Background: an optimization exercise with open tools, aiming at small area and a short achievable clock period. Do not read the settings as production practice.
Only simulation tests tie the RTL to the original design; equivalence was not proved.
Power figures rest on the tool's default switching activity, not on a simulated workload.

### flow/config.mk
export PLATFORM = sky130hd
export DESIGN_NAME = combine_decoder
export DESIGN_NICKNAME = combine_decoder
export VERILOG_FILES = /design/flow/design.v
export SDC_FILE = /design/flow/constraint.sdc
export NUM_CORES = 4
export LEC_CHECK = 0
export CAP_MARGIN = 20
export CORE_MARGIN = 2
export CORE_UTILIZATION = 70
export PLACE_DENSITY = 0.8
export SLEW_MARGIN = 20
### flow/constraint.sdc
create_clock -name core_clock -period 35.0 [get_ports {clk}]
set_input_delay 7.0000 -clock core_clock [delete_from_list [all_inputs] [get_ports {clk}]]
set_output_delay 7.0000 -clock core_clock [all_outputs]
set_load 0.01 [all_outputs]
### flow/design.v
module output_shift_byte_counter (clk, reset, data, pos, ext_av4, b_left,
                                  av0, av2, av3, av4, av5, av8,
                                  e2, e3, e4, e5, e8, unk,
                                  mss, scale_wnd, sack_nbr, sack, time_stp, err_set);
  input clk, reset;
  input [31:0] data;
  input [2:0] pos;
  input ext_av4;
  output reg [5:0] b_left;
  output reg av0, av2, av3, av4, av5, av8;
  output reg e2, e3, e4, e5, e8, unk;
  output reg [15:0] mss;
  output reg [7:0] scale_wnd;
  output reg [2:0] sack_nbr;
  output reg [255:0] sack;      
  output reg [63:0] time_stp;
  output err_set;
  wire [7:0] B0 = data[31:24];
  wire [7:0] B1 = data[23:16];
  wire [7:0] B2 = data[15:8];
  wire [7:0] B3 = data[7:0];
  function [7:0] lane;
    input [1:0] l;
    case (l)
      2'd0: lane = B0;
      2'd1: lane = B1;
      2'd2: lane = B2;
      default: lane = B3;
    endcase
  endfunction
  reg k2, k3, k4, k5, k8;
  reg [1:0] a;
  reg [3:0] j;
  wire ready = (b_left == 6'd0);
  wire st = ready & ~pos[2];
  wire [1:0] p = pos[1:0];
  wire [7:0] kb = lane(p);
  wire nk0 = (kb == 8'd0);
  wire nk2 = (kb == 8'd2);
  wire nk3 = (kb == 8'd3);
  wire nk4 = (kb == 8'd4);
  wire nk5 = (kb == 8'd5);
  wire nk8 = (kb == 8'd8);
  wire n_valid = (sack_nbr != 3'd0) && (sack_nbr <= 3'd4);
  wire to_unk = ~ready & ~unk & k5 & (j == {3'b000, a == 2'd3}) & ~n_valid;
  wire cont = ~ready & ~unk & ~to_unk;
  wire act = st | cont;
  wire K2 = st ? nk2 : k2;
  wire K3 = st ? nk3 : k3;
  wire K4 = st ? nk4 : k4;
  wire K5 = st ? nk5 : k5;
  wire K8 = st ? nk8 : k8;
  wire [1:0] A = st ? p : a;
  wire [3:0] J = st ? 4'd0 : j + 4'd1;
  wire LW = (A == 2'd3);
  wire at_len = act & (J == {3'b000, LW});
  wire [7:0] lenb = lane(A + 2'd1);
  wire [7:0] lenm2 = lenb - 8'd2;
  wire [7:0] R0 = lane(A + 2'd2);
  wire [7:0] R1 = lane(A + 2'd3);
  wire [7:0] R2 = lane(A);
  wire [7:0] R3 = lane(A + 2'd1);
  wire [31:0] rot = {R0, R1, R2, R3};
  function in_win;
    input [5:0] b;
    reg [6:0] t;
    begin
      t = {1'b0, b} + {5'd0, A} + 7'd2;
      in_win = (J == t[5:2]);
    end
  endfunction
  wire qa = act & K5 & (A == 2'd2) & (J == 4'd8);    
  wire qb = (A == 2'd3) & (J == 4'd9);               
  wire [1:0] en_mss;
  assign en_mss[0] = act & K2 & in_win(0);
  assign en_mss[1] = act & K2 & in_win(1);
  wire en_sw = act & K3 & in_win(0);
  wire [7:0] en_ts;
  wire [31:0] en_sk;
  genvar g;
  generate
    for (g = 0; g < 8; g = g + 1) begin : ts_en
      assign en_ts[g] = act & K8 & in_win(g);
    end
    for (g = 0; g < 32; g = g + 1) begin : sk_en
      if (g >= 20 && g < 24)
        assign en_sk[g] = (act & K5 & in_win(g) & ((g / 8) < sack_nbr)) | qa;
      else if (g >= 28)
        assign en_sk[g] = act & K5 & in_win(g) & ((g / 8) < sack_nbr) & ~qa;
      else if (g < 3)
        assign en_sk[g] = act & K5 & in_win(g);
      else
        assign en_sk[g] = act & K5 & in_win(g) & ((g / 8) < sack_nbr);
    end
  endgenerate
  wire [31:0] rg = rot & {32{~reset}};
  wire [7:0] last_src = qb ? rg[15:8] : rg[7:0];
  generate
    for (g = 0; g < 2; g = g + 1) begin : mss_r
      always @(posedge clk)
        if (reset | en_mss[g]) mss[15-8*g -: 8] <= rg[31-8*g -: 8];
    end
    for (g = 0; g < 8; g = g + 1) begin : ts_r
      always @(posedge clk)
        if (reset | en_ts[g]) time_stp[63-8*g -: 8] <= rg[31-8*(g%4) -: 8];
    end
    for (g = 0; g < 32; g = g + 1) begin : sk_r
      if (g == 31) begin : l
        always @(posedge clk)
          if (reset | en_sk[g]) sack[7:0] <= last_src;
      end else begin : n
        always @(posedge clk)
          if (reset | en_sk[g]) sack[255-8*g -: 8] <= rg[31-8*(g%4) -: 8];
      end
    end
  endgenerate
  always @(posedge clk)
    if (reset | en_sw) scale_wnd <= rg[31:24];
  always @(posedge clk) begin
    if (st) begin
      k2 <= nk2; k3 <= nk3; k4 <= nk4; k5 <= nk5; k8 <= nk8;
      a <= p;
    end
    if (st | cont) j <= J;
  end
  reg [5:0] bl_nx;
  always @(*) begin
    if (st) begin
      if (nk2) bl_nx = {4'd0, p};
      else if (nk3) bl_nx = (p == 2'd0) ? 6'd0 : {4'd0, p - 2'd1};
      else if (nk4) bl_nx = (p[1] == 1'b0) ? 6'd0 : {5'd0, p[0]};
      else if (nk8) bl_nx = 6'd6 + {4'd0, p};
      else if (nk5) bl_nx = (p == 2'd3) ? 6'd1 : (lenb[5:0] - 6'd4);
      else bl_nx = 6'd0;
    end else begin
      if (K5 & at_len)
        bl_nx = lenb[5:0] - 6'd4;
      else if (K5 & (J == {3'b000, LW} + 4'd1))
        bl_nx = {sack_nbr, 3'b000} + {4'd0, A} - (LW ? 6'd10 : 6'd6);
      else
        bl_nx = (b_left > 6'd4) ? (b_left - 6'd4) : 6'd0;
    end
  end
  always @(posedge clk)
    if (reset | st | cont) b_left <= reset ? 6'd0 : bl_nx;
  wire len_k5 = at_len & K5;
  always @(posedge clk)
    if (reset | len_k5) sack_nbr <= reset ? 3'd0 : lenm2[5:3];
  wire set_e2 = at_len & K2 & (lenb != 8'd4);
  wire set_e3 = at_len & K3 & (lenb != 8'd3);
  wire set_e4 = at_len & K4 & (lenb != 8'd2);
  wire set_e8 = at_len & K8 & (lenb != 8'd10);
  wire set_e5 = len_k5 & (lenb != 8'd10) & (lenb != 8'd18) & (lenb != 8'd26) & (lenb != 8'd34);
  assign err_set = to_unk | set_e2 | set_e3 | set_e4 | set_e5 | set_e8;
  always @(posedge clk) begin
    unk <= ~reset & (unk | to_unk);
    e2 <= ~reset & (e2 | set_e2 | to_unk);
    e3 <= ~reset & (e3 | set_e3 | to_unk);
    e4 <= ~reset & (e4 | set_e4 | to_unk);
    e5 <= ~reset & (e5 | set_e5 | to_unk);
    e8 <= ~reset & (e8 | set_e8 | to_unk);
    av0 <= ~reset & (av0 | (st & nk0));
    av2 <= ~reset & (av2 | (st & nk2));
    av3 <= ~reset & (av3 | (st & nk3));
    av4 <= ~reset & (av4 | (st & nk4) | ext_av4);
    av5 <= ~reset & (av5 | (st & nk5));
    av8 <= ~reset & (av8 | (st & nk8));
  end
endmodule
module TCP_option_decoder (data, clk, reset,
                           option_av, mss, scale_wnd,
                           sack_nbr, sack_n0, sack_n1, sack_n2, sack_n3,
                           time_stp, option_err, av0, err_any_nx);
  input [31:0] data;
  input clk, reset;
  output [8:0] option_av;
  output [15:0] mss;
  output [7:0] scale_wnd;
  output [2:0] sack_nbr;
  output [63:0] sack_n0, sack_n1, sack_n2, sack_n3;
  output [63:0] time_stp;
  output [8:0] option_err;
  output av0;
  output err_any_nx;
  wire [7:0] B0 = data[31:24];
  wire [7:0] B1 = data[23:16];
  wire [7:0] B2 = data[15:8];
  wire [7:0] B3 = data[7:0];
  function is_opt;
    input [7:0] x;
    is_opt = (x == 8'd0) || (x == 8'd2) || (x == 8'd3) ||
             (x == 8'd4) || (x == 8'd5) || (x == 8'd8);
  endfunction
  wire [3:0] det = {is_opt(B3), is_opt(B2), is_opt(B1), is_opt(B0)};
  function [2:0] first_from;
    input [3:0] d;
    input [5:0] s;
    begin
      if (d[0] && s < 6'd1) first_from = 3'd0;
      else if (d[1] && s < 6'd2) first_from = 3'd1;
      else if (d[2] && s < 6'd3) first_from = 3'd2;
      else if (d[3] && s < 6'd4) first_from = 3'd3;
      else first_from = 3'd4;
    end
  endfunction
  wire [5:0] b_left_0, b_left_1;
  wire bz0 = (b_left_0 == 6'd0);
  wire bz1 = (b_left_1 == 6'd0);
  wire fix0 = (b_left_0 == 6'd1) && (B1 == 8'd4);
  wire fix1 = (b_left_1 == 6'd1) && (B1 == 8'd4);
  wire [2:0] pos0_a = first_from(det, 6'd0);
  reg [7:0] kb0;
  always @(*) begin
    case (pos0_a[1:0])
      2'd0: kb0 = B0;
      2'd1: kb0 = B1;
      2'd2: kb0 = B2;
      default: kb0 = B3;
    endcase
  end
  wire [5:0] s1_a = pos0_a[2] ? 6'd4 :
                    (kb0 == 8'd3) ? {3'd0, pos0_a} + 6'd3 :
                    (kb0 == 8'd4) ? {3'd0, pos0_a} + 6'd2 : 6'd4;
  wire [2:0] pos0 = bz1 ? pos0_a : first_from(det, fix1 ? 6'd3 : b_left_1);
  wire [2:0] pos1 = bz0 ? first_from(det, s1_a) : first_from(det, fix0 ? 6'd3 : b_left_0);
  wire enable_fix = (~bz0 & bz1 & fix0) | (bz0 & ~bz1 & fix1);
  wire a0_0, a2_0, a3_0, a4_0, a5_0, a8_0, e2_0, e3_0, e4_0, e5_0, e8_0, u_0;
  wire a0_1, a2_1, a3_1, a4_1, a5_1, a8_1, e2_1, e3_1, e4_1, e5_1, e8_1, u_1;
  wire [15:0] mss_0, mss_1;
  wire [7:0] sw_0, sw_1;
  wire [2:0] nbr_0, nbr_1;
  wire [255:0] sack_0, sack_1;
  wire [63:0] ts_0, ts_1;
  wire es_0, es_1;
  output_shift_byte_counter decoder0 (.clk(clk), .reset(reset), .data(data), .pos(pos0), .ext_av4(enable_fix),
    .b_left(b_left_0), .av0(a0_0), .av2(a2_0), .av3(a3_0), .av4(a4_0), .av5(a5_0), .av8(a8_0),
    .e2(e2_0), .e3(e3_0), .e4(e4_0), .e5(e5_0), .e8(e8_0), .unk(u_0),
    .mss(mss_0), .scale_wnd(sw_0), .sack_nbr(nbr_0), .sack(sack_0), .time_stp(ts_0), .err_set(es_0));
  output_shift_byte_counter decoder1 (.clk(clk), .reset(reset), .data(data), .pos(pos1), .ext_av4(1'b0),
    .b_left(b_left_1), .av0(a0_1), .av2(a2_1), .av3(a3_1), .av4(a4_1), .av5(a5_1), .av8(a8_1),
    .e2(e2_1), .e3(e3_1), .e4(e4_1), .e5(e5_1), .e8(e8_1), .unk(u_1),
    .mss(mss_1), .scale_wnd(sw_1), .sack_nbr(nbr_1), .sack(sack_1), .time_stp(ts_1), .err_set(es_1));
  wire u = u_0 | u_1;
  assign av0 = a0_0 | a0_1;
  assign option_av = {a8_0 | a8_1, 2'b00, a5_0 | a5_1, a4_0 | a4_1,
                      a3_0 | a3_1, a2_0 | a2_1, 1'b0, av0};
  assign option_err = {e8_0 | e8_1, u, u, e5_0 | e5_1, e4_0 | e4_1,
                       e3_0 | e3_1, e2_0 | e2_1, u, u};
  assign mss = mss_0 | mss_1;
  assign scale_wnd = sw_0 | sw_1;
  assign sack_nbr = nbr_0 | nbr_1;
  wire [255:0] sack = sack_0 | sack_1;
  assign sack_n0 = sack[255:192];
  assign sack_n1 = sack[191:128];
  assign sack_n2 = sack[127:64];
  assign sack_n3 = sack[63:0];
  assign time_stp = ts_0 | ts_1;
  assign err_any_nx = (|option_err) | es_0 | es_1;
endmodule
module IP_decoder (data, start, clk, reset,
                   version, IHL, type_of_ser, total_length, identification, flag,
                   frag_offset, time_to_live, protocol, src_ip, dest_ip,
                   len_out, data_out, wr_en, ok, fin,
                   s_r2, s_r3, s_r4, s_r5, dq, n_fin, ok_nx);
  input [31:0] data;
  input start;
  input clk;
  input reset;
  output reg [3:0] version;
  output reg [3:0] IHL;
  output reg [7:0] type_of_ser;
  output reg [15:0] total_length;
  output reg [15:0] identification;
  output reg [2:0] flag;
  output reg [12:0] frag_offset;
  output reg [7:0] time_to_live;
  output reg [7:0] protocol;
  output reg [31:0] src_ip;
  output reg [31:0] dest_ip;
  output reg [15:0] len_out;
  output [31:0] data_out;
  output wr_en;
  output reg ok;
  output fin;
  output reg s_r2, s_r3, s_r4, s_r5;
  output reg [31:0] dq;
  output n_fin;
  output ok_nx;
  reg s_idle, s_r1, s_opt, s_data, s_fin;
  reg [13:0] bl_hi;
  reg bl_lo;
  reg [3:0] owl;
  wire bl_nz = (|bl_hi) | bl_lo;
  wire hdr_end = s_r5 | s_opt;
  wire owl_nz = |owl;
  wire n_r1 = s_idle & start;
  wire n_opt = hdr_end & owl_nz;
  wire n_data = ((hdr_end & ~owl_nz) | s_data) & bl_nz;
  assign n_fin = ((hdr_end & ~owl_nz) | s_data) & ~bl_nz | s_fin;
  assign wr_en = s_data;
  assign fin = s_fin;
  always @(posedge clk) begin
    if (reset) begin
      s_idle <= 1'b1; s_r1 <= 1'b0; s_r2 <= 1'b0; s_r3 <= 1'b0; s_r4 <= 1'b0;
      s_r5 <= 1'b0; s_opt <= 1'b0; s_data <= 1'b0; s_fin <= 1'b0;
    end else begin
      s_idle <= s_idle & ~start;
      s_r1 <= n_r1;
      s_r2 <= s_r1;
      s_r3 <= s_r2;
      s_r4 <= s_r3;
      s_r5 <= s_r4;
      s_opt <= n_opt;
      s_data <= n_data;
      s_fin <= n_fin;
    end
  end
  always @(posedge clk) begin
    if (s_r1) begin
      bl_hi <= len_out[15:2];
      bl_lo <= |len_out[1:0];
      owl <= IHL - 4'd5;
    end else begin
      if (n_data) begin
        if (|bl_hi) bl_hi <= bl_hi - 14'd1;
        else bl_lo <= 1'b0;
      end
      if (n_opt) owl <= owl - 4'd1;
    end
  end
  wire [31:0] dg = data & {32{~reset}};
  wire [13:0] len_hi = data[15:2] - {10'd0, data[27:24]};
  always @(posedge clk) begin
    if (reset | n_r1) begin
      version <= dg[31:28];
      IHL <= dg[27:24];
      type_of_ser <= dg[23:16];
      total_length <= dg[15:0];
      len_out <= {len_hi & {14{~reset}}, dg[1:0]};
    end
    if (reset | s_r1) begin
      identification <= dg[31:16];
      flag <= dg[15:13];
      frag_offset <= dg[12:0];
    end
    if (reset | s_r2) begin
      time_to_live <= dg[31:24];
      protocol <= data[23:16] | {8{reset}};
    end
    if (reset | s_r3) src_ip <= dg;
    if (reset | s_r4) dest_ip <= dg;
  end
  assign data_out = dq & {32{s_data}};
  always @(posedge clk) dq <= data;
  reg [17:0] acc;
  wire acc_en = s_r1 | s_r2 | s_r3 | s_r4 | s_r5 | s_opt;
  wire [17:0] acc_sum = {2'b00, acc[15:0]} + {16'd0, acc[17:16]} +
                        {2'b00, dq[31:16]} + {2'b00, dq[15:0]};
  wire [17:0] acc_d = acc_en ? acc_sum : acc;
  assign ok_nx = n_fin & ((acc_d == 18'h0FFFF) | (acc_d == 18'h1FFFE) | (acc_d == 18'h2FFFD));
  always @(posedge clk) begin
    if (reset) begin
      acc <= 18'd0;
      ok <= 1'b0;
    end else begin
      acc <= acc_d;
      ok <= ok_nx;
    end
  end
endmodule
module TCP_decoder (clk, reset, start, is_tcp, is_udp, len_ip, data,
                    pseudo_en, pseudo,
                    ports, seq_num, ack_num, flags, window, urg_ptr,
                    len_data, data_l4, wr_en, fin, n_fin, l4ok_nx, no_ck,
                    option_av, mss, scale_wnd, sack_nbr,
                    sack_n0, sack_n1, sack_n2, sack_n3, time_stp, option_err, err_any_nx);
  input clk, reset, start;
  input is_tcp, is_udp;
  input [15:0] len_ip;
  input [31:0] data;
  input pseudo_en;
  input [31:0] pseudo;
  output reg [31:0] ports;
  output reg [31:0] seq_num;
  output reg [31:0] ack_num;
  output reg [5:0] flags;
  output reg [15:0] window;
  output reg [15:0] urg_ptr;
  output reg [15:0] len_data;
  output reg [31:0] data_l4;
  output wr_en;
  output fin;
  output n_fin;
  output l4ok_nx;
  output reg no_ck;
  output [8:0] option_av;
  output [15:0] mss;
  output [7:0] scale_wnd;
  output [2:0] sack_nbr;
  output [63:0] sack_n0, sack_n1, sack_n2, sack_n3;
  output [63:0] time_stp;
  output [8:0] option_err;
  output err_any_nx;
  reg l_idle, l_r1, l_r2, l_r3, l_r4, l_r5, l_opt, l_data, l_fin;
  reg [13:0] bl_hi;
  reg bl_lo;
  reg [3:0] doff;
  reg [3:0] owl;
  wire bl_nz = (|bl_hi) | bl_lo;
  wire hdr_end = l_r5 | l_opt;
  wire owl_nz = |owl;
  wire l_start = l_idle & start;
  wire n_opt = hdr_end & owl_nz;
  wire n_data = ((hdr_end & ~owl_nz) | l_data) & bl_nz | (l_r2 & is_udp);
  assign n_fin = ((hdr_end & ~owl_nz) | l_data) & ~bl_nz | l_fin;
  assign wr_en = l_data;
  assign fin = l_fin;
  always @(posedge clk) begin
    if (reset) begin
      l_idle <= 1'b1; l_r1 <= 1'b0; l_r2 <= 1'b0; l_r3 <= 1'b0; l_r4 <= 1'b0;
      l_r5 <= 1'b0; l_opt <= 1'b0; l_data <= 1'b0; l_fin <= 1'b0;
    end else begin
      l_idle <= l_idle & ~start;
      l_r1 <= l_start;
      l_r2 <= l_r1;
      l_r3 <= l_r2 & is_tcp;
      l_r4 <= l_r3;
      l_r5 <= l_r4;
      l_opt <= n_opt;
      l_data <= n_data;
      l_fin <= n_fin;
    end
  end
  wire [3:0] sub_x = l_r3 ? data[31:28] : l_idle ? 4'd1 : doff;
  wire [13:0] sub_hi = len_ip[15:2] - {10'd0, sub_x};
  always @(posedge clk) begin
    if (l_start | l_r3) begin
      bl_hi <= sub_hi;
      bl_lo <= |len_ip[1:0];
    end else if (l_r1 | n_data) begin
      if (|bl_hi) bl_hi <= bl_hi - 14'd1;
      else bl_lo <= 1'b0;
    end
    if (l_r3) doff <= data[31:28];
    if (l_r4) owl <= doff - 4'd5;
    else if (n_opt) owl <= owl - 4'd1;
  end
  wire udp_r2 = l_r1 & is_udp;
  wire tcp_fin = n_fin & is_tcp;
  wire [31:0] dg = data & {32{~reset}};
  wire [15:0] len_nx = udp_r2 ? data[31:16] - 16'd8 : {sub_hi, len_ip[1:0]};
  always @(posedge clk) begin
    if (reset | l_start) ports <= dg;
    if (reset | (l_r1 & is_tcp)) seq_num <= dg;
    if (reset | (l_r2 & is_tcp)) ack_num <= dg;
    if (reset | l_r3) begin
      flags <= dg[21:16];
      window <= dg[15:0];
    end
    if (reset | l_r4) urg_ptr <= dg[15:0];
    if (reset | udp_r2 | tcp_fin) len_data <= len_nx & {16{~reset}};
  end
  always @(posedge clk)
    no_ck <= ~reset & (no_ck | (udp_r2 & (data[15:0] == 16'd0)));
  always @(posedge clk)
    data_l4 <= (n_data & ~reset) ? data : 32'd0;
  reg [17:0] acc;
  wire acc_en = (~l_idle & ~l_fin & ~n_fin) | l_start | pseudo_en;
  wire [31:0] x = data | pseudo;
  wire [17:0] acc_sum = {2'b00, acc[15:0]} + {16'd0, acc[17:16]} +
                        {2'b00, x[31:16]} + {2'b00, x[15:0]};
  wire [17:0] acc_d = acc_en ? acc_sum : acc;
  assign l4ok_nx = (acc_d == 18'h00000) | (acc_d == 18'h0FFFF) |
                   (acc_d == 18'h1FFFE) | (acc_d == 18'h2FFFD);
  always @(posedge clk)
    if (reset) acc <= 18'd0;
    else acc <= acc_d;
  wire av0;
  reg opt_q;
  always @(posedge clk)
    opt_q <= ~reset & ((l_r4 & (doff != 4'd5)) | (n_opt & (owl != 4'd1)));
  wire [31:0] opt_data = (opt_q & ~av0) ? data : 32'h0101_0101;
  TCP_option_decoder opt (.data(opt_data), .clk(clk), .reset(reset),
    .option_av(option_av), .mss(mss), .scale_wnd(scale_wnd), .sack_nbr(sack_nbr),
    .sack_n0(sack_n0), .sack_n1(sack_n1), .sack_n2(sack_n2), .sack_n3(sack_n3),
    .time_stp(time_stp), .option_err(option_err), .av0(av0), .err_any_nx(err_any_nx));
endmodule
module combine_decoder (data, start, clk, reset, 
                        version, IHL, type_of_ser, 
                        total_length, identification, flag, frag_offset,
                        time_to_live, protocol, src_ip, dest_ip,
                        len_ip_out, data_ip_out, wr_en_ip, ok_ip, fin_ip,
                        src_port_tcp, dest_port_tcp, seq_num, ack_num,
                        f_urg, f_ack, f_psh, f_rst, f_syn, f_fin, 
                        window, urg_ptr, option_av, mss, scale_wnd,
                        sack_nbr, sack_n0, sack_n1, sack_n2, sack_n3,
                        time_stp, option_err, len_tcp_data, data_tcp_out,
                        wr_en_tcp, ok_tcp, fin_tcp,
                        dest_port_udp, src_port_udp, len_udp_data, data_udp_out,
                        wr_en_udp, ok_udp, fin_udp, ok, fin);
  input [31:0] data;
  input start;
  input clk;
  input reset;
  output [3:0] version;
  output [3:0] IHL;
  output [7:0] type_of_ser;
  output [15:0] total_length;
  output [15:0] identification;
  output [2:0] flag;
  output [12:0] frag_offset;
  output [7:0] time_to_live;
  output [7:0] protocol;
  output [31:0] src_ip;
  output [31:0] dest_ip;
  output [15:0] len_ip_out;
  output [31:0] data_ip_out;
  output wr_en_ip;
  output ok_ip;
  output fin_ip;
  output [15:0] src_port_tcp;
  output [15:0] dest_port_tcp;
  output [31:0] seq_num;
  output [31:0] ack_num;
  output f_urg, f_ack, f_psh, f_rst, f_syn, f_fin;
  output [15:0] window;
  output [15:0] urg_ptr;
  output [8:0] option_av;
    output [15:0] mss;  
    output [7:0] scale_wnd;  
    output [2:0] sack_nbr;  
      output [63:0] sack_n0, sack_n1, sack_n2, sack_n3;  
    output [63:0] time_stp;  
  output [8:0] option_err;
  output [15:0] len_tcp_data;
  output [31:0] data_tcp_out;
  output wr_en_tcp;
  output ok_tcp;
  output fin_tcp;
  output [15:0] dest_port_udp;
  output [15:0] src_port_udp;
  output [15:0] len_udp_data;
  output [31:0] data_udp_out;
  output wr_en_udp;
  output ok_udp;
  output fin_udp;
  output ok;
  output fin;
  wire s_r2, s_r3, s_r4, s_r5;
  wire [31:0] dq;
  wire ip_n_fin, ip_ok_nx;
  IP_decoder ip_d
  (.data(data), .start(start), .clk(clk), .reset(reset),
   .version(version), .IHL(IHL), .type_of_ser(type_of_ser),
   .total_length(total_length), .identification(identification), .flag(flag),
   .frag_offset(frag_offset), .time_to_live(time_to_live),
   .protocol(protocol), .src_ip(src_ip), .dest_ip(dest_ip),
   .len_out(len_ip_out), .data_out(data_ip_out),
   .wr_en(wr_en_ip), .ok(ok_ip), .fin(fin_ip),
   .s_r2(s_r2), .s_r3(s_r3), .s_r4(s_r4), .s_r5(s_r5), .dq(dq), .n_fin(ip_n_fin), .ok_nx(ip_ok_nx));
  reg is_tcp, is_udp;
  always @(posedge clk) begin
    is_tcp <= ~reset & (is_tcp | (s_r3 & (protocol == 8'd6)));
    is_udp <= ~reset & (is_udp | (s_r3 & (protocol == 8'd17)));
  end
  wire [31:0] ports, data_l4;
  wire [15:0] len_l4;
  wire wr_l4, fin_l4, l4_n_fin, l4ok_nx, no_ck, err_any_nx;
  wire [5:0] flags;
  wire pseudo_en = s_r3 | s_r4 | s_r5;
  wire [31:0] pseudo = ({32{s_r3}} & {len_ip_out, 8'd0, protocol}) |
                       ({32{s_r4 | s_r5}} & dq);
  TCP_decoder l4_d
  (.clk(clk), .reset(reset), .start(wr_en_ip), .is_tcp(is_tcp), .is_udp(is_udp),
   .len_ip(len_ip_out), .data(data_ip_out), .pseudo_en(pseudo_en), .pseudo(pseudo),
   .ports(ports), .seq_num(seq_num), .ack_num(ack_num), .flags(flags),
   .window(window), .urg_ptr(urg_ptr), .len_data(len_l4), .data_l4(data_l4),
   .wr_en(wr_l4), .fin(fin_l4), .n_fin(l4_n_fin), .l4ok_nx(l4ok_nx), .no_ck(no_ck),
   .option_av(option_av), .mss(mss), .scale_wnd(scale_wnd), .sack_nbr(sack_nbr),
   .sack_n0(sack_n0), .sack_n1(sack_n1), .sack_n2(sack_n2), .sack_n3(sack_n3),
   .time_stp(time_stp), .option_err(option_err), .err_any_nx(err_any_nx));
  assign {f_urg, f_ack, f_psh, f_rst, f_syn, f_fin} = flags;
  reg [7:0] gt, gu;
  wire pt = (protocol == 8'd6);
  wire pu = (protocol == 8'd17);
  always @(posedge clk) begin
    gt[0] <= ~reset & (gt[0] | (s_r2 & (data[23:16] == 8'd6)));
    gu[0] <= ~reset & (gu[0] | (s_r2 & (data[23:16] == 8'd17)));
    gt[1] <= ~reset & (gt[1] | (s_r3 & pt));
    gu[1] <= ~reset & (gu[1] | (s_r3 & pu));
    gt[2] <= ~reset & (gt[2] | (s_r4 & gt[0]));
    gu[2] <= ~reset & (gu[2] | (s_r4 & gu[0]));
    gt[3] <= ~reset & (gt[3] | (s_r4 & gt[1]));
    gu[3] <= ~reset & (gu[3] | (s_r4 & gu[1]));
    gt[4] <= ~reset & (gt[4] | (s_r5 & gt[0]));
    gu[4] <= ~reset & (gu[4] | (s_r5 & gu[0]));
    gt[5] <= ~reset & (gt[5] | (s_r5 & gt[1]));
    gu[5] <= ~reset & (gu[5] | (s_r5 & gu[1]));
    gt[6] <= ~reset & (gt[6] | (s_r5 & gt[2]));
    gu[6] <= ~reset & (gu[6] | (s_r5 & gu[2]));
    gt[7] <= ~reset & (gt[7] | (s_r5 & gt[3]));
    gu[7] <= ~reset & (gu[7] | (s_r5 & gu[3]));
  end
  assign src_port_tcp = ports[31:16] & {16{gt[0]}};
  assign dest_port_tcp = ports[15:0] & {16{gt[1]}};
  assign src_port_udp = ports[31:16] & {16{gu[0]}};
  assign dest_port_udp = ports[15:0] & {16{gu[1]}};
  assign len_tcp_data = len_l4 & {16{gt[2]}};
  assign len_udp_data = len_l4 & {16{gu[2]}};
  assign data_tcp_out = {data_l4[31:24] & {8{gt[3]}}, data_l4[23:16] & {8{gt[4]}},
                         data_l4[15:8] & {8{gt[5]}}, data_l4[7:0] & {8{gt[6]}}};
  assign data_udp_out = {data_l4[31:24] & {8{gu[3]}}, data_l4[23:16] & {8{gu[4]}},
                         data_l4[15:8] & {8{gu[5]}}, data_l4[7:0] & {8{gu[6]}}};
  assign wr_en_tcp = wr_l4 & gt[7];
  assign wr_en_udp = wr_l4 & gu[7];
  assign fin_tcp = fin_l4 & gt[7];
  assign fin_udp = fin_l4 & gu[7];
  wire ok_tcp_nx = l4_n_fin & is_tcp & l4ok_nx;
  wire ok_udp_nx = l4_n_fin & is_udp & (no_ck | l4ok_nx);
  wire ok_nx = ip_ok_nx & (~is_tcp | ok_tcp_nx) & (~is_udp | ok_udp_nx);
  wire fin_nx = ip_n_fin & (~(is_tcp | is_udp) | l4_n_fin);
  reg ok_tcp_r, ok_udp_r, ok_r, fin_r, kill;
  always @(posedge clk) begin
    ok_tcp_r <= ~reset & ok_tcp_nx;
    ok_udp_r <= ~reset & ok_udp_nx;
    ok_r <= ~reset & ok_nx;
    fin_r <= ~reset & fin_nx;
    kill <= ~reset & is_tcp & err_any_nx;
  end
  assign ok_tcp = ok_tcp_r & ~kill;
  assign ok_udp = ok_udp_r;
  assign ok = ok_r & ~kill;
  assign fin = fin_r;
endmodule
### flow/flow/run.sh
#!/bin/bash
# The standard ORFS layout with three changes: the port buffers are the
# plain sky130_fd_sc_hd__buf_1 (buffer_ports otherwise picks a delay cell),
# clock tree sinks are clustered by up to 24 within 60 um under clkbuf_16
# without dummy loads, and the timing repair after CTS and global routing aims
# at a setup slack of 26.45 ns instead of 0, so the longest paths get sized and
# buffered.  Each make run's full output goes to its own log here; the tools'
# own logs are under orfs/logs.
set -euo pipefail
V=("BUFFER_PORTS_ARGS=-buffer_cell sky130_fd_sc_hd__buf_1"
   "CTS_ARGS=-sink_clustering_enable -repair_clock_nets -dont_use_dummy_load -sink_clustering_size 24 -sink_clustering_max_diameter 60 -buf_list sky130_fd_sc_hd__clkbuf_16")
bash standard.sh "${V[@]}" place > make_place.log 2>&1
bash standard.sh "${V[@]}" SETUP_SLACK_MARGIN=26.45 finish > make_finish.log 2>&1
### flow/standard.sh
#!/bin/bash
# synth_recipe.tcl (not shown) runs the flow's synth.tcl, then flattens the netlist and writes it again
# the make line also repeats each setting of config.mk as NAME=value (left out here)
make -C /OpenROAD-flow-scripts/flow DESIGN_CONFIG=/design/flow/config.mk WORK_HOME=/design/flow/orfs CLKGATE_MAP_FILE= SYNTH_SCRIPT=/design/flow/synth_recipe.tcl "${@:-finish}"
==> results.json, run 1 <==
{
  "post_route_cells_drive_above_1_share_pct": 17.2,
  "crit-reg2reg-launch": "ip_d.s_data$_SDFF_PP0_",
  "sequential_share_of_the_synthesized_area_pct": 65.2,
  "arrival_time_of_data_at_the_critical_path_endpoint_ns": 1.72,
  "vias_in_the_first_global_route": 38500,
  "die_width_um": 283,
  "netlist_instances": 4326,
  "post-dp-hpwl_um": 142000,
  "clock-skew-final_ns": 0.0680,
  "critical_path.cell_chain": "buf_12, nand2_2, inv_2, buf_2",
  "final_util_pct": 80.9,
  "ys_top_cells_by_area": "edfxtp_1 (59%), dfxtp_1 (6.7%), or2_2 (4.4%), nor2_1 (2.5%), nand2_1 (2.3%)",
  "totalNegativeSetupSlack_ns": 0,
  "worst_slew_margin_pct": 21.1,
  "drtIter0Drc": 6603,
  "synth_enable_flop_cells": 1064,
  "grtUsageTotal_pct": 46.6,
  "min_delay_worst_endpoint": "l4_d.opt.decoder1.av3$_DFF_P_",
  "cts_max_level": 3,
  "regToRegEndpoint": "kill$_DFF_P_",
  "grt_max_degree": 71,
  "wire_per_inst_um": 30.6,
  "cts_tree": "yes",
  "first_pass_grt_wire_length_um": 268000,
  "final_net_count": 5392,
  "cts-root-buf": "clkbuf_16",
  "num_vias": 41800,
  "worst_path_dominant_cell_family": "buffers and inverters",
  "cts_buffers": 77,
  "synth_flop_cell": "edfxtp_1",
  "synth.distinct_cells": 106,
  "type_of_the_worst_setup_path": "register to primary output",
  "pwr_density_cell_nw_per_um2": 51.1,
  "run_status": "finished clean",
  "grt.overflow.total": 0,
  "startpoint_type": "register",
  "maxCapViolCount": 0,
  "clk_transition_reported_paths_ns": 0.06,
  "rsz0062_at_grt": "yes",
  "ys.warnings.count": 5,
  "synthesis.area_um2": 54600,
  "antenna_violations_before_repair": 9,
  "required_ns": 28.00,
  "hp-start": "l4_d.opt.decoder1.av3$_DFF_P_",
  "finalMaxSlewViolations": 0,
  "worst_slew_pin_slew_ns": 1.18,
  "routed_via_count_divided_by_cell_count": 6.66,
  "ys_ff_latch": 1246,
  "synth.most_common_cell": "edfxtp_1",
  "timing.final.hold_violations": 0,
  "kind_of_capture_point_of_the_worst_setup_path": "primary output",
  "cellLeakagePower_nw": 23.5,
  "timing.critical_path.slowest_stage_cell": "dfxtp_4",
  "gp_routability_congestion": 1.06,
  "cts_hold_buffers": 0,
  "area.growth.synth_to_final_pct": 14.7,
  "setup.reg_to_reg.worst_slack_ns": 26.62,
  "postRouteAntennaNets": 0,
  "timing.reg2reg.worst_path_depth": 28,
  "netlist.area_leader.share_pct": 58.5,
  "rows": 102,
  "fillerInstances": 4405,
  "period_share_pct": 24.9,
  "clk_latency_ns": 0.66,
  "drc_errors": 0,
  "final_period_demand_of_the_worst_path_ns": 8.72,
  "post_synth.cell_area_avg_um2": 12.6,
  "synthArstFlopShare_pct": 0,
  "worstPathBufferInverterCount": 3,
  "portBuffers": 861,
  "critPathMaxStageDelay_ns": 0.44,
  "timing.hold.worst.class": "register to register",
  "finalSetupViolations": 0,
  "yosysTopAreaCell": "edfxtp_1",
  "clock_sink_count": 1246,
  "number_of_cells_traversed_by_the_worst_hold_path": 2,
  "worst-path-max-fanout": 12,
  "synth_commonest_cells": "edfxtp_1 (1,064), or2_2 (386), nor2_1 (360)",
  "fmax_ghz": 0.115,
  "die_h_um": 283,
  "firstDrtPassIters": 10,
  "initial_utilization_pct": 70.6,
  "core_area_um2": 77300,
  "peakVddDrop_mv": 0.0467,
  "postRouteWirelength_um": 192000,
  "top_level_ports": 865,
  "design.die.area_um2": 80200,
  "ctsLongestPathBuffers": 3
}
tightest hold or removal path: cells and delay by family (launching register included):
family          cells  cell delay, ns
buf+inv             1            0.05
flops               1            0.31
compound gates      1            0.05
logic make-up (layout without fill, tap and decap cells):
family | count (synthesis) | in the layout | share of synthesized area [%]
other cells | 1 | 10 | 0.00687
compound gates | 695 | 695 | 8.98
buf+inv | 379 | 1272 | 2.71
simple gates | 1648 | 1649 | 15.7
flops | 1246 | 1246 | 65.2
fa+ha+maj | 133 | 133 | 3.57
xor+xnor | 151 | 151 | 2.42
mux | 73 | 73 | 1.44
cells in the final DEF, fill, tap and decap left out, types with 21 or more instances in the layout:
| cell | instances |
|---|---|
| mux2_2 | 28 |
| xor2_1 | 61 |
| nand2_1 | 307 |
| and3_1 | 26 |
| a211oi_1 | 64 |
| nor2_1 | 356 |
| o21ai_1 | 31 |
| and2_1 | 190 |
| dfxtp_1 | 138 |
| a21oi_1 | 138 |
| fa_1 | 38 |
| a22o_1 | 62 |
| edfxtp_1 | 1064 |
| buf_4 | 137 |
| nor4_1 | 21 |
| or2_4 | 28 |
| o21ai_0 | 104 |
| or2_2 | 359 |
| a31oi_1 | 24 |
| a21o_1 | 25 |
| a221oi_1 | 25 |
| clkbuf_16 | 77 |
| ha_1 | 95 |
| nand3_1 | 68 |
| buf_1 | 813 |
| nor3_1 | 70 |
| xnor2_1 | 90 |
| inv_1 | 156 |
| nor2b_1 | 55 |
| dfxtp_2 | 27 |
| mux2i_1 | 42 |
power by group:
part           total [mW]  switching [mW]  internal (mW)  leakage, nW
Sequential           1.77          0.0649           1.70         12.4
Clock               0.833           0.443          0.390        0.949
Combinational       0.599           0.418          0.181         10.2
Total                3.20           0.926           2.27         23.5
per-stage QoR:
| step | instance area (um^2) | power (mW) | hold slack (ns) | setup WS (ns) | instances |
|---|---|---|---|---|---|
| after global placement | 59300 | 2.35 | 0.422 | 25.24 | 6139 |
| after CTS | 61900 | 3.16 | 0.444 | 26.31 | 6240 |
| after detailed placement | 59300 | 2.36 | 0.424 | 25.21 | 6139 |
| after floorplan | 54600 | 2.13 | 0.410 | 25.98 | 4328 |
| final | 62600 | 3.20 | 0.447 | 26.28 | 6269 |
| after global routing | 62600 | 3.28 | 0.474 | 26.28 | 6262 |
how the worst max path moves through the flow:
stage                                       from                         to  slack [ns]  cells past startpoint
after floorplan                            reset      ip_d.IHL[0]$_DFFE_PP_       25.98                      4
after global placement                     reset  l4_d.window[12]$_DFFE_PP_       25.24                      4
after detailed placement                   reset  l4_d.window[12]$_DFFE_PP_       25.21                      4
after CTS                 ip_d.s_data$_SDFF_PP0_            data_ip_out[18]       26.31                      4
after global routing      ip_d.s_data$_SDFF_PP0_            data_ip_out[30]       26.28                      4
final                     ip_d.s_data$_SDFF_PP0_             data_ip_out[3]       26.28                      4
area by class of cell:
type                    instances  area, um^2  area share (%)
flip-flops and latches       1246       35700            57.0
multi-input cells            2704       18200            29.1
repair buffers               1008        4670            7.46
clock buffers                  77        1930            3.08
well taps                    1040        1300            2.08
inverters                     187         783            1.25
diodes                          7        17.5          0.0280
timing repair:
action / 4_1_cts / 5_1_grt
buffers inserted: 22 / 21
gates resized for setup: 221 / 129
pin swaps: 0 / 1
hold endpoints to repair: 0 / 0
gates cloned: 2 / 1
setup endpoints to repair: 1095 / 325
state kept, by name, indices dropped and copies added (netlist names), 13 cells and up:
name and count:
l4_d.acc 18, l4_d.window 16, l4_d.opt.decoder1.sack 256, ip_d.identification 16, l4_d.opt.decoder0.mss 16, ip_d.frag_offset 13
ip_d.dest_ip 32, l4_d.ack_num 32, l4_d.ports 32, l4_d.opt.decoder1.time_stp 64, l4_d.len_data 16, l4_d.bl_hi 14
ip_d.total_length 14, ip_d.acc 18, l4_d.data_l4 32, ip_d.len_out 16, ip_d.src_ip 32, l4_d.opt.decoder0.sack 256
ip_d.bl_hi 14, ip_d.dq 32, l4_d.urg_ptr 16, l4_d.seq_num 32, l4_d.opt.decoder0.time_stp 64, l4_d.opt.decoder1.mss 16
routing by layer:
layer  vias up  routed length, um  GRT usage, %
li1      17300                  -             -
met1     20000              61100          59.0
met2      3709              87500          73.1
met3       796              28800          12.9
met4         6              14100          26.5
met5         -                 42             0
==> inputs of run 2 (changes only) <==
==> flow/flow/run.sh (replaced) <==
#!/bin/bash
# The standard ORFS layout with three changes: the port buffers are the
# plain sky130_fd_sc_hd__buf_1 (buffer_ports otherwise picks a delay cell),
# clock tree sinks are clustered by up to 24 within 60 um under clkbuf_16
# without dummy loads, and the timing repair after CTS and global routing aims
# at a setup slack of 26.2 ns instead of 0, so the longest paths get sized and
# buffered.  Each make run's full output goes to its own log here; the tools'
# own logs are under orfs/logs.
set -euo pipefail
V=("BUFFER_PORTS_ARGS=-buffer_cell sky130_fd_sc_hd__buf_1"
   "CTS_ARGS=-sink_clustering_enable -repair_clock_nets -dont_use_dummy_load -sink_clustering_size 24 -sink_clustering_max_diameter 60 -buf_list sky130_fd_sc_hd__clkbuf_16")
bash standard.sh "${V[@]}" place > make_place.log 2>&1
bash standard.sh "${V[@]}" SETUP_SLACK_MARGIN=26.2 finish > make_finish.log 2>&1
--- a/flow/config.mk
+++ b/flow/config.mk
@@ -7,6 +7,6 @@
 export LEC_CHECK = 0
 export CAP_MARGIN = 20
 export CORE_MARGIN = 2
-export CORE_UTILIZATION = 70
-export PLACE_DENSITY = 0.8
+export CORE_UTILIZATION = 65
+export PLACE_DENSITY = 0.75
 export SLEW_MARGIN = 20
==> results.json, run 2 <==
{
  "run_status": "finished clean",
  "worst_slew_pin_slew_ns": 1.26,
  "synth_commonest_cells": "edfxtp_1 (1,064), or2_2 (386), nor2_1 (360)",
  "cts-root-buf": "clkbuf_16",
  "synth.most_common_cell": "edfxtp_1",
  "gp_routability_congestion": 1.08,
  "post_synth.cell_area_avg_um2": 12.6,
  "postLayoutSetupSlackWorst_ns": 26.16,
  "rows": 106,
  "timing.final.hold_violations": 0,
  "synthArstFlopShare_pct": 0,
  "firstDrtPassIters": 9,
  "worst_slew_margin_pct": 15.6,
  "grt.met1_usage_pct": 54.9,
  "die_h_um": 294,
  "top_level_ports": 865,
  "most-common-layout-cells": "edfxtp_1 (1,064), buf_1 (846), or2_2 (385)",
  "finalSetupViolations": 0,
  "globalRoute.busiestLayer": "met2",
  "initial_utilization_pct": 65.4,
  "type_of_the_worst_setup_path": "register to primary output",
  "ys_ff_latch": 1246,
  "drtIter0Drc": 5553,
  "cellLeakagePower_nw": 23.1,
  "fmax_ghz": 0.113,
  "final_net_count": 5354,
  "vias_in_the_first_global_route": 37700,
  "yosysTopAreaCell": "edfxtp_1",
  "pwr_density_cell_nw_per_um2": 52.1,
  "core_area_um2": 83400,
  "cts_hold_buffers": 0,
  "clock-skew-final_ns": 0.114,
  "final_period_demand_of_the_worst_path_ns": 8.84,
  "clock_sink_count": 1246,
  "cts_buffers": 79,
  "peakVddDrop_mv": 0.0487,
  "post-layout-total-power_mw": 3.21,
  "numPlacedInstances": 6175,
  "grt.overflow.total": 0,
  "netlist_instances": 4326,
  "clk_latency_ns": 0.69,
  "clk_transition_reported_paths_ns": 0.09,
  "finalMaxSlewViolations": 0,
  "grt_util_met3_pct": 11.7,
  "rsz0062_at_grt": "yes",
  "area.growth.synth_to_final_pct": 12.9,
  "routed_via_count_divided_by_cell_count": 6.43,
  "kind_of_capture_point_of_the_worst_setup_path": "primary output",
  "grt_max_degree": 72,
  "die_width_um": 294,
  "wire_per_inst_um": 30.1,
  "final_util_pct": 73.9,
  "fillerInstances": 5629,
  "cts_tree": "yes",
  "worst-path-max-fanout": 8,
  "portBuffers": 861,
  "maxCapViolCount": 0,
  "synthesis.area_um2": 54600,
  "regArea_um2": 35600,
  "synth_flop_cell": "edfxtp_1",
  "ys_top_cells_by_area": "edfxtp_1 (59%), dfxtp_1 (6.7%), or2_2 (4.4%), nor2_1 (2.5%), nand2_1 (2.3%)",
  "pre_cts_slack_ns": 24.88,
  "totalNegativeSetupSlack_ns": 0,
  "sequential_share_of_the_synthesized_area_pct": 65.2,
  "startpoint_type": "register",
  "ctsLongestPathBuffers": 3,
  "most_common_cell_after_layout_fill_and_taps_aside": "edfxtp_1",
  "post-dp-hpwl_um": 141000,
  "cts_max_level": 3,
  "post_route_cells_drive_above_1_share_pct": 14.9,
  "design.die.area_um2": 86300,
  "synth_enable_flop_cells": 1064,
  "required_ns": 28.00,
  "period_share_pct": 25.3,
  "finish.cell_count_without_fillers": 6266,
  "synth.distinct_cells": 106,
  "arrival_time_of_data_at_the_critical_path_endpoint_ns": 1.84,
  "timing.hold.worst.class": "register to register",
  "netlist.area_leader.share_pct": 58.5,
  "antenna_violations_before_repair": 9,
  "num_vias": 40300,
  "multi_input_area_um2": 17800,
  "groute.layer.met2.usage_pct": 67.1,
  "ys.warnings.count": 5,
  "grtUsageTotal_pct": 43.0,
  "largest_registers": "l4_d.opt.decoder0.sack x256, l4_d.opt.decoder1.sack x256",
  "postRouteWirelength_um": 188000,
  "drc_errors": 0,
  "postRouteAntennaNets": 0,
  "first_pass_grt_wire_length_um": 263000
}
-- run 2: cell count changes in the layout (fill, tap and decap cells not counted), sizes merged, moves of 2 or more --
cell    delta
buf       -35
inv        +3
diode      -5
clkinv     -2
-- run 2: layout make-up --
| class | instances | area share [%] |
|---|---|---|
| inverter | 187 | 1.17 |
| timing repair buffer | 969 | 6.71 |
| tap | 1080 | 2.19 |
| multi-input combinational | 2703 | 28.9 |
| antenna | 2 | 0.00812 |
| clock buffer | 79 | 3.21 |
| sequential | 1246 | 57.8 |
-- run 2: cell families after synthesis --
kind of cell / share of synthesized area, %
compound gates: 8.98
xor+xnor: 2.42
fa+ha+maj: 3.57
buf+inv: 2.71
flops: 65.2
mux: 1.44
other cells: 0.00687
simple gates: 15.7
-- run 2: worst paths after layout --
kind                                 from                           end  slack (ns)  cells after the start
max                   ip_d.dq[23]$_DFF_P_               data_ip_out[23]       26.16                      4
max reg2reg        ip_d.s_data$_SDFF_PP0_                  kill$_DFF_P_       26.68                     29
min          l4_d.opt.decoder1.k4$_DFF_P_  l4_d.opt.decoder1.k4$_DFF_P_        0.45                      2
min reg2reg  l4_d.opt.decoder1.k4$_DFF_P_  l4_d.opt.decoder1.k4$_DFF_P_        0.45                      2
-- run 2: what timing repair did --
item	4_1_cts	5_1_grt
buffers inserted	4	4
gates resized for setup	65	27
pin swaps	0	0
endpoints found under the setup margin	957	48
hold endpoints to repair	0	0
-- run 2: where the power goes --
| group | switching [mW] | total, mW | internal [mW] |
|---|---|---|---|
| Combinational | 0.418 | 0.597 | 0.179 |
| Clock | 0.454 | 0.854 | 0.400 |
| Sequential | 0.0606 | 1.76 | 1.70 |
-- run 2: metal layers --
layer  part of all wire [%]  up-vias  wire length, um
li1                       -    17200                -
met2                     46     3017            86200
met5                  0.037        -               70
met4                    7.0        8            13200
met1                     34    19400            64900
met3                     13      616            24100
-- run 2: critical path: stages (launching register included) --
cell and delay (ns):
dfxtp_1 0.33, buf_4 0.25, nand2_2 0.22, inv_4 0.16, clkbuf_2 0.21
-- run 2: through the flow --
step	cell area (um^2)	hold slack, ns
after detailed placement	59300	0.437
after floorplan	54600	0.410
after global placement	59300	0.431
final	61700	0.447
after CTS	61500	0.451
after global routing	61700	0.468
==> inputs of run 3 (changes only) <==
==> flow/flow/run.sh (replaced) <==
#!/bin/bash
# The standard ORFS layout with three changes: the port buffers are the
# plain sky130_fd_sc_hd__buf_1 (buffer_ports otherwise picks a delay cell),
# clock tree sinks are clustered by up to 24 within 60 um under clkbuf_16
# without dummy loads, and the timing repair after global routing aims at a
# setup slack of 26.3 ns instead of 0, so the longest paths get sized and
# buffered.  Each make run's full output goes to its own log here; the tools'
# own logs are under orfs/logs.
set -euo pipefail
V=("BUFFER_PORTS_ARGS=-buffer_cell sky130_fd_sc_hd__buf_1"
   "CTS_ARGS=-sink_clustering_enable -repair_clock_nets -dont_use_dummy_load -sink_clustering_size 24 -sink_clustering_max_diameter 60 -buf_list sky130_fd_sc_hd__clkbuf_16")
bash standard.sh "${V[@]}" cts > make_cts.log 2>&1
bash standard.sh "${V[@]}" SETUP_SLACK_MARGIN=26.3 finish > make_finish.log 2>&1
==> results.json, run 3 <==
{
  "synth_flop_cell": "edfxtp_1",
  "timing.hold.worst.class": "register to register",
  "top_level_ports": 865,
  "crit-reg2reg-launch": "ip_d.s_data$_SDFF_PP0_",
  "maxCapViolCount": 0,
  "design.die.area_um2": 86300,
  "finish.instance_area_um2": 62100,
  "fmax_ghz": 0.112,
  "synth.distinct_cells": 106,
  "kind_of_capture_point_of_the_worst_setup_path": "primary output",
  "cts_tree": "yes",
  "pwr_density_cell_nw_per_um2": 51.8,
  "grtUsageTotal_pct": 42.9,
  "drc_errors": 0,
  "pre_cts_slack_ns": 24.88,
  "peakVddDrop_mv": 0.0477,
  "timing.final.hold_violations": 0,
  "wire_per_inst_um": 30.1,
  "postLayoutSetupSlackWorst_ns": 26.05,
  "cts-root-buf": "clkbuf_16",
  "rsz0062_at_grt": "yes",
  "clock_power_share_pct": 26.5,
  "netlist_instances": 4326,
  "postRouteWirelength_um": 189000,
  "start_point_of_the_critical_path": "ip_d.s_data$_SDFF_PP0_",
  "timing.reg2reg.worst_path_depth": 29,
  "antenna_violations_before_repair": 9,
  "synth.most_common_cell": "edfxtp_1",
  "sequential_share_of_the_synthesized_area_pct": 65.2,
  "worst-path-max-fanout": 5,
  "startpoint_type": "register",
  "period_share_pct": 25.6,
  "yosysTopAreaCell": "edfxtp_1",
  "synthesis.area_um2": 54600,
  "routed_via_count_divided_by_cell_count": 6.42,
  "power.combinational.fraction_pct": 18.7,
  "area.growth.synth_to_final_pct": 13.7,
  "setup.reg_to_reg.worst_slack_ns": 26.83,
  "most-common-layout-cells": "edfxtp_1 (1,064), buf_1 (837), or2_2 (382)",
  "grt.overflow.total": 0,
  "clk_latency_ns": 0.69,
  "gp_routability_congestion": 1.08,
  "synth_commonest_cells": "edfxtp_1 (1,064), or2_2 (386), nor2_1 (360)",
  "synth_enable_flop_cells": 1064,
  "rows": 106,
  "first_pass_grt_wire_length_um": 263000,
  "arrival_time_of_data_at_the_critical_path_endpoint_ns": 1.95,
  "power_switching_share_pct": 29.0,
  "finalMaxSlewViolations": 0,
  "die_h_um": 294,
  "clock-skew-final_ns": 0.115,
  "worst_slew_margin_pct": 12.2,
  "totalNegativeSetupSlack_ns": 0,
  "initial_utilization_pct": 65.4,
  "run_status": "finished clean",
  "num_vias": 40400,
  "largest_registers": "l4_d.opt.decoder0.sack x256, l4_d.opt.decoder1.sack x256",
  "cts_max_level": 3,
  "finalSetupViolations": 0,
  "postRouteAntennaNets": 0,
  "netlist.area_leader.share_pct": 58.5,
  "type_of_the_worst_setup_path": "register to primary output",
  "die_width_um": 294,
  "firstDrtPassIters": 6,
  "post-layout-total-power_mw": 3.22,
  "worst_slew_pin_slew_ns": 1.32,
  "final_net_count": 5380,
  "ys.warnings.count": 5,
  "drtIter0Drc": 5378,
  "core_area_um2": 83400,
  "post_route_cells_drive_above_1_share_pct": 16.0,
  "synthArstFlopShare_pct": 0,
  "most_common_cell_after_layout_fill_and_taps_aside": "edfxtp_1",
  "numPlacedInstances": 6175,
  "clk_transition_reported_paths_ns": 0.09,
  "crit_path_end": "data_ip_out[22]",
  "grt_max_degree": 72,
  "clock_sink_count": 1246,
  "dpl-instance-area_um2": 59300,
  "seq_pwr_share_pct": 54.8,
  "ys_top_cells_by_area": "edfxtp_1 (59%), dfxtp_1 (6.7%), or2_2 (4.4%), nor2_1 (2.5%), nand2_1 (2.3%)",
  "p_sw_mw": 0.933,
  "post-dp-hpwl_um": 141000,
  "ys_ff_latch": 1246,
  "post_synth.cell_area_avg_um2": 12.6,
  "regToRegEndpoint": "kill$_DFF_P_",
  "finish.cell_count_without_fillers": 6293,
  "required_ns": 28.00,
  "vias_in_the_first_global_route": 37600,
  "cts_buffers": 79,
  "cellLeakagePower_nw": 23.3,
  "final_period_demand_of_the_worst_path_ns": 8.95,
  "internal-power_mw": 2.28,
  "portBuffers": 861,
  "ctsLongestPathBuffers": 3
}
run 3: cell counts after synthesis:
Identical to the previous run, type by type.
run 3: logic make-up after synthesis:
group,Yosys count,synth area share [%]
compound gates,695,8.98
flops,1246,65.2
simple gates,1648,15.7
xor+xnor,151,2.42
buf+inv,379,2.71
fa+ha+maj,133,3.57
mux,73,1.44
other cells,1,0.00687
run 3: worst min path at each step:
stage / start / to / cells after the start
2_1_floorplan: l4_d.opt.decoder1.k4$_DFF_P_ / l4_d.opt.decoder1.k4$_DFF_P_ / 2
3_3_place_gp: l4_d.opt.decoder1.av3$_DFF_P_ / l4_d.opt.decoder1.av3$_DFF_P_ / 2
3_5_place_dp: l4_d.opt.decoder1.k4$_DFF_P_ / l4_d.opt.decoder1.k4$_DFF_P_ / 2
4_1_cts: l4_d.opt.decoder1.k4$_DFF_P_ / l4_d.opt.decoder1.k4$_DFF_P_ / 2
5_1_grt: l4_d.opt.decoder1.av3$_DFF_P_ / l4_d.opt.decoder1.av3$_DFF_P_ / 2
6_report: l4_d.opt.decoder1.k4$_DFF_P_ / l4_d.opt.decoder1.k4$_DFF_P_ / 2
run 3: area by class of cell:
cell class / instances / area (um^2)
Sequential cell: 1246 / 35600
Fill cell: 5579 / 21400
Multi-Input combinational cell: 2703 / 17900
Timing Repair Buffer: 995 / 4410
Clock buffer: 79 / 1980
Tap cell: 1080 / 1350
Inverter: 187 / 729
Antenna cell: 3 / 7.51
run 3: critical path, cell delays in order (launching register included):
cell and delay (ns):
dfxtp_4 0.40, buf_12 0.15, nand2_1 0.27, clkinvlp_4 0.31
buf_1 0.19
run 3: metrics by stage:
stage | utilization [%] | hold slack [ns]
after floorplan | - | 0.410
after global placement | 71.1 | 0.431
after detailed placement | 71.1 | 0.437
after CTS | 73.5 | 0.451
after global routing | 74.4 | 0.468
final | 74.4 | 0.448
run 3: power groups by stage:
| stage | registers (mW) | logic, mW | clock network (mW) |
|---|---|---|---|
| 2_1_floorplan | 1.77 | 0.361 | 0 |
| 3_3_place_gp | 1.79 | 0.570 | 0 |
| 3_5_place_dp | 1.79 | 0.572 | 0 |
| 4_1_cts | 1.76 | 0.575 | 0.849 |
| 5_1_grt | 1.77 | 0.636 | 0.896 |
| 6_report | 1.76 | 0.600 | 0.853 |
run 3: what timing repair did:
action                                  in CTS  in global routing
buffers inserted                             0                 34
gates resized for setup                      0                152
hold buffers                                 0                  0
endpoints found under the setup margin       0               1371
run 3: routing by layer:
layer | up-vias | part of all wire (%) | routed length [um] | global-route usage (%)
met5 | - | 0.029 | 55 | 0
met4 | 6 | 7.0 | 13300 | 23.2
met3 | 626 | 12 | 23700 | 11.2
met2 | 2931 | 46 | 86700 | 67.1
met1 | 19600 | 35 | 65700 | 55.1
li1 | 17200 | - | - | -

==> port drivers added, routing unchanged <==
The flow's constraints put no driver on any port. The routed layouts listed below were extracted and timed again, unchanged, in two steps. Step 1: set_driving_cell puts a clkbuf_16 on clk and a buf_2 on each other input, an assumption about the parent block. Step 2 times the ports against the registers' clock, not the clock port: input delays grow and output delays shrink by t, the midpoint of the rising clock arrivals with the driver on. a / b / c = ideal / step 1 / step 2; a / b = the first two.
run | t (ns) | setup WS [ns] | hold WS [ns] | worst setup path after step 2 | worst data-port slew with drivers (ns)
run 1 | 0.705 | 26.281 / 26.199 / 25.761 | 0.447 / 0.447 / 0.447 | input to register | 0.08
run 2 | 0.705 | 26.157 / 26.082 / 25.636 | 0.447 / 0.447 / 0.447 | input to register | 0.09
run 3 | 0.706 | 26.047 / 25.974 / 25.656 | 0.448 / 0.448 / 0.448 | input to register | 0.09
After both steps every run listed still meets setup and hold. For run 2, which loses most, drivers alone change the setup slack by -0.075 ns; drivers and shift together by -0.521 ns.
